Background: an optimization exercise with open tools, aiming at small area and a short achievable clock period. Do not read the settings as production practice. Only simulation tests tie the RTL to the original design; equivalence was not proved.

## design/flow/design.v

```verilog
module ALU(
    input [31:0] a,
    input [31:0] b,
    input [3:0] func,
    output reg [31:0] res,
    output isZero
);
    assign isZero = ~|res;
    always @ (*) begin
    case (func)
        4'd0: res = a + b;
        4'd1: res = a - b;
        4'd2: res = a * b;
        4'd3: res = (b == 32'h0) ? 32'hffffffff : a / b;
        4'd4: res = a & b;
        4'd5: res = a | b;
        4'd6: res = a ^ b;
        4'd7: res = ~a;
        4'd8: res = a << b;
        4'd9: res = a >> b;
        4'd10: res = {31'h0, $signed(a) < $signed(b)};
        4'd11: res = {31'h0, a < b};
        default:
            res = 32'h0;
    endcase
end
endmodule
module RegFile(
    input clk,
    input [3:0] raddr1,
    input [3:0] raddr2,
    input wen,
    input [3:0] waddr,
    input [31:0] wdata,
    output [31:0] rdata1,
    output [31:0] rdata2
);
    reg [31:0] memory [0:15];
    assign rdata1 = memory[raddr1];
    assign rdata2 = memory[raddr2];
    always @ (posedge clk) begin
        if (wen)
            memory[waddr] <= wdata;
    end
endmodule
module GPPM(
    input clk,
    input [3:0] raddr1,
    input [3:0] raddr2,
    input wen,
    input [3:0] waddr,
    input wdsrc,
    input [3:0] func,
    input [31:0] constant,
    output isZero,
    output [31:0] result
);
    wire [31:0] rdata1;
    wire [31:0] rdata2;
    wire [31:0] wdata;
    wire [31:0] ares;
    assign result=ares;
    assign wdata = (wdsrc)? ares : constant;
    RegFile rf (
        .clk (clk),
        .raddr1 (raddr1),
        .raddr2 (raddr2),
        .wen (wen),
        .waddr (waddr),
        .wdata (wdata),
        .rdata1 (rdata1),
        .rdata2 (rdata2)
    );
    ALU alu (
        .a (rdata1),
        .b (rdata2),
        .func (func),
        .res (ares),
        .isZero (isZero)
    );
endmodule
```

## design/flow/run.sh

```bash
#!/bin/bash
# synth_recipe.tcl (not shown) runs the flow's synth.tcl, then flattens the netlist and writes it again
# the make line also repeats each setting of config.mk as NAME=value (left out here)
make -C /OpenROAD-flow-scripts/flow DESIGN_CONFIG=/design/flow/config.mk WORK_HOME=/design/flow/orfs CLKGATE_MAP_FILE= SYNTH_SCRIPT=/design/flow/synth_recipe.tcl finish
```

## design/flow/config.mk

```make
export PLATFORM = sky130hd
export DESIGN_NAME = GPPM
export DESIGN_NICKNAME = GPPM
export VERILOG_FILES = /design/flow/design.v
export SDC_FILE = /design/flow/constraint.sdc
export NUM_CORES = 4
export LEC_CHECK = 0
export CAP_MARGIN = 20
export CORE_MARGIN = 2
export CORE_UTILIZATION = 35
export SLEW_MARGIN = 20
```

## design/flow/constraint.sdc

```tcl
create_clock -name core_clock -period 125.0 [get_ports {clk}]
set_input_delay 25.0000 -clock core_clock [delete_from_list [all_inputs] [get_ports {clk}]]
set_output_delay 25.0000 -clock core_clock [all_outputs]
set_load 0.01 [all_outputs]
```

==> notes.md <==
==> metrics by stage <==
stage,util (%),setup TNS [ns]
6_report,42.18,0
5_1_grt,42.17,-0.3037
4_1_cts,41.61,0
3_5_place_dp,40.85,-2.557
3_3_place_gp,40.84,-0.7892
2_1_floorplan,-,0
==> metal layers <==
| layer | track usage [%] | share of wire (%) |
|---|---|---|
| met2 | 53.29 | 45 |
| met1 | 40.54 | 38 |
| met4 | 21.01 | 7.7 |
| met3 | 6.791 | 9.4 |
| met5 | 0 | 0.028 |
==> cells in the final DEF (no fill, tap or decap), types with 66 or more instances in the layout <==
cell type        count
a21o_1             189
o211ai_1            66
nor2_1             761
buf_4             1158
a21oi_1            493
a31oi_1             81
nand2_1            927
o21a_1             147
nand3_1            171
mux2i_1            122
xnor2_1            261
nor3_1             197
mux4_2             307
fa_1               410
nor2b_1             67
mux2_2             104
ha_1               747
clkdlybuf4s50_1     72
edfxtp_1           512
inv_1              734
or3_1               70
xor2_1             152
o21ai_0            318
==> area by class of cell <==
cell class	instances	area, sq um	share of cell area (%)
clock inverters	20	240.2	0.2618
clock buffers	58	1196	1.303
inverters	772	2899	3.159
diodes	10	25.02	0.02727
multi-input cells	6857	58310	63.54
flip-flops and latches	512	15370	16.75
repair buffers	1277	10150	11.06
well taps	2854	3571	3.891
==> worst min-delay path: stages (launching register included) <==
cell      delay (ns)
edfxtp_1        0.34
mux4_2          0.27
a221oi_4        0.07
inv_2           0.13
nor3_2          0.07
buf_4           0.17
a21oi_1         0.13
nand4_1         0.17
and4b_2         0.32
buf_4           0.16
a21oi_1         0.14
buf_4           0.23
==> cell usage after synthesis, drive strengths merged (123+ instances only) <==
library cell / number / share of area (%)
a21o: 189 / 1.8
xnor2: 262 / 3.0
buf: 136 / 0.96
clkbuf: 269 / 1.3
nor2: 789 / 3.9
nor3: 222 / 1.5
nand3: 176 / 1.2
ha: 751 / 12
inv: 751 / 3.7
o21a: 149 / 1.5
xor2: 152 / 1.7
nand2: 933 / 4.6
o21ai: 362 / 2.4
fa: 410 / 11
mux2i: 123 / 1.6
mux4: 307 / 9.0
a21oi: 538 / 3.5
edfxtp: 512 / 20
==> repair_timing <==
| item | 4_1_cts | 5_1_grt |
|---|---|---|
| gates cloned | 1 | 3 |
| hold endpoints to repair | 0 | 0 |
| setup endpoints to repair | 2 | 3 |
| pin swaps | 2 | 43 |
| gates resized for setup | 39 | 226 |
| setup buffers | 1 | 27 |
==> worst max-delay path by stage <==
| stage | start | to | slack (ns) | depth (start not counted) |
|---|---|---|---|---|
| final | raddr2[0] | isZero | 3.57 | 341 |
| after global routing | raddr2[0] | isZero | -0.30 | 354 |
| after CTS | raddr2[0] | isZero | 0.08 | 342 |
| after detailed placement | raddr2[1] | isZero | -1.75 | 342 |
| after global placement | raddr2[1] | isZero | -0.79 | 343 |
| after floorplan | raddr2[0] | isZero | 0.05 | 364 |
==> logic make-up after synthesis <==
family,Yosys count,share of synthesized area (%)
flops,512,20.04
simple gates,2661,15.68
buf+inv,1177,6.058
mux,537,12.19
fa+ha+maj,1161,22.94
compound gates,2082,18.36
xor+xnor,414,4.726
==> metrics.md <==
| Metric | Value |
|---|---|
| Status | `complete, no violations` |
| WHS Endpoint | `rf.memory[9][0]$_DFFE_PP_` |
| Wire length of the first global-routing pass | `539300 um` |
| Pre-CTS WS | `-1.749 ns` |
| IO buf count | `83` |
| Vias in the first global route | `75.57k` |
| Placed inst area | `88890 sq um` |
| YS warnings | `2` |
| CP bufs+invs | `47` |
| Asr flop ratio synth | `0%` |
| Setup ws final | `3.573 ns` |
| Die Y | `472.2 um` |
| Fin. max-slew vios | `0` |
| Mapped Nets | `9756` |
| DR WL/cell | `30.86 um` |
| Detail Route Antenna Nets | `0` |
| Total wire length | `381500 um` |
| Arr. time, crit path | `96.43 ns` |
| Final Skew | `0.02355 ns` |
| Most flops, register | `rf.memory` |
| Kind of critical path | `primary input to primary output` |
| Worst slew margin | `19.93%` |
| Final hold vios | `0` |
| Nets | `10.68k` |
| Top Registers | `rf.memory x512` |
| # Max-Cap Violations | `0` |
| TritonCTS clock tree | `done` |
| CTS max path bufs | `3` |
| Die area | `223000 sq um` |
| Iteration-0 DRC Markers | `8155` |
| Synth cell types | `109` |
| Hold_buf cts | `0` |
| Final instance area | `91770 sq um` |
| CP Data Required Time | `100.00 ns` |
| Worst reg2reg startpoint | `rf.memory[13][26]$_DFFE_PP_` |
| Setup Viol. Count Final | `0` |
| Skew-Pair Late Insertion Delay | `0.58 ns` |
| Family with the most delay on the worst path | `compound AO/OA/AOI/OAI gates` |
| H-tree depth | `2` |
| Worst Setup Start Kind | `primary input` |
| Netlist Area Pre-Place | `76730 sq um` |
| DR DRC count | `0` |
| Share of cells above drive strength 1 | `21.84%` |
| Syn_area_per_cell | `8.981 sq um` |
| Hold Slack | `2.374 ns` |
| Slowest library cell on the worst path | `mux4_2` |
| Worst path max stage delay | `0.53 ns` |
| CTS clk-pin slew, worst paths | `0.06 ns` |
| Most used cell, CP | `ha_1` |
| All-Layer GR Usage | `33.15%` |
| Detailed placer's ending HPWL | `292900 um` |
| Initial antenna violation count | `23` |
| Via density | `6.161` |
| Primary FF master, synth | `edfxtp_1` |
| Core Box Area | `217600 sq um` |
| Period utilization | `97.14%` |
| Overflow left after global routing | `0` |
| Total number of vias | `76.15k` |
| Post-synth EDFFs | `512` |
| DR pass1 iterations | `6` |
| Period minus WS final | `121.43 ns` |
| Post-Place Cells | `12.24k` |
| Classification of the worst-slack hold path | `register to register` |
| Clk root buf | `clkbuf_16` |
| I/O pin total | `84` |
| Number of CTS-inserted buffers | `45` |
| Seq/Total Area, Yosys | `20.04%` |
| Core Rows | `171` |
| Reg-to-Reg End | `rf.memory[0][0]$_DFFE_PP_` |
| Slack of the worst reg-to-reg path | `54.04 ns` |
| Worst slew pin tran | `1.197 ns` |
| Max FFs per register | `512` |
| Clk sinks | `512` |
| HP Start | `rf.memory[6][3]$_DFFE_PP_` |
| Fmax | `8.235 MHz` |
| Worst setup EP type | `primary output` |
| Global placer's final weighted congestion | `1.043` |
| Fin cells | `12.36k` |
| CP Max Fanout | `22` |
| Area Growth Syn to Fin | `19.60%` |
| Initial Util | `35.26%` |
| Hold Path Depth | `11` |
| Synth Instances | `8544` |
| Die W | `472.2 um` |
| R2R cell count | `337` |
| Filler cell count | `21.38k` |
| Largest net degree at the start of global routing | `77` |
| Seq cells post-synth | `512` |

==> afterwards: timing with drivers on the ports <==
Ports are ideal in the flow. The routed layout listed here was re-timed in OpenROAD.
Step 1, drivers: a clkbuf_16 drives clk and a buf_2 each remaining input, both assumed.
Step 2 also shifts input and output timing later by t, the mid clock arrival at the registers, as if the neighbouring blocks saw the same clock.
Three values: ideal ports, drivers, drivers and shift; two values: the first two.
shift t [ns]: 0.609
setup WS [ns]: 3.573 / 3.363 / 3.363
cell pins on the clock port's net: 1
After both steps this run still meets setup and hold. The setup slack of this run moves by -0.210 ns with the drivers and by -0.210 ns with both steps.
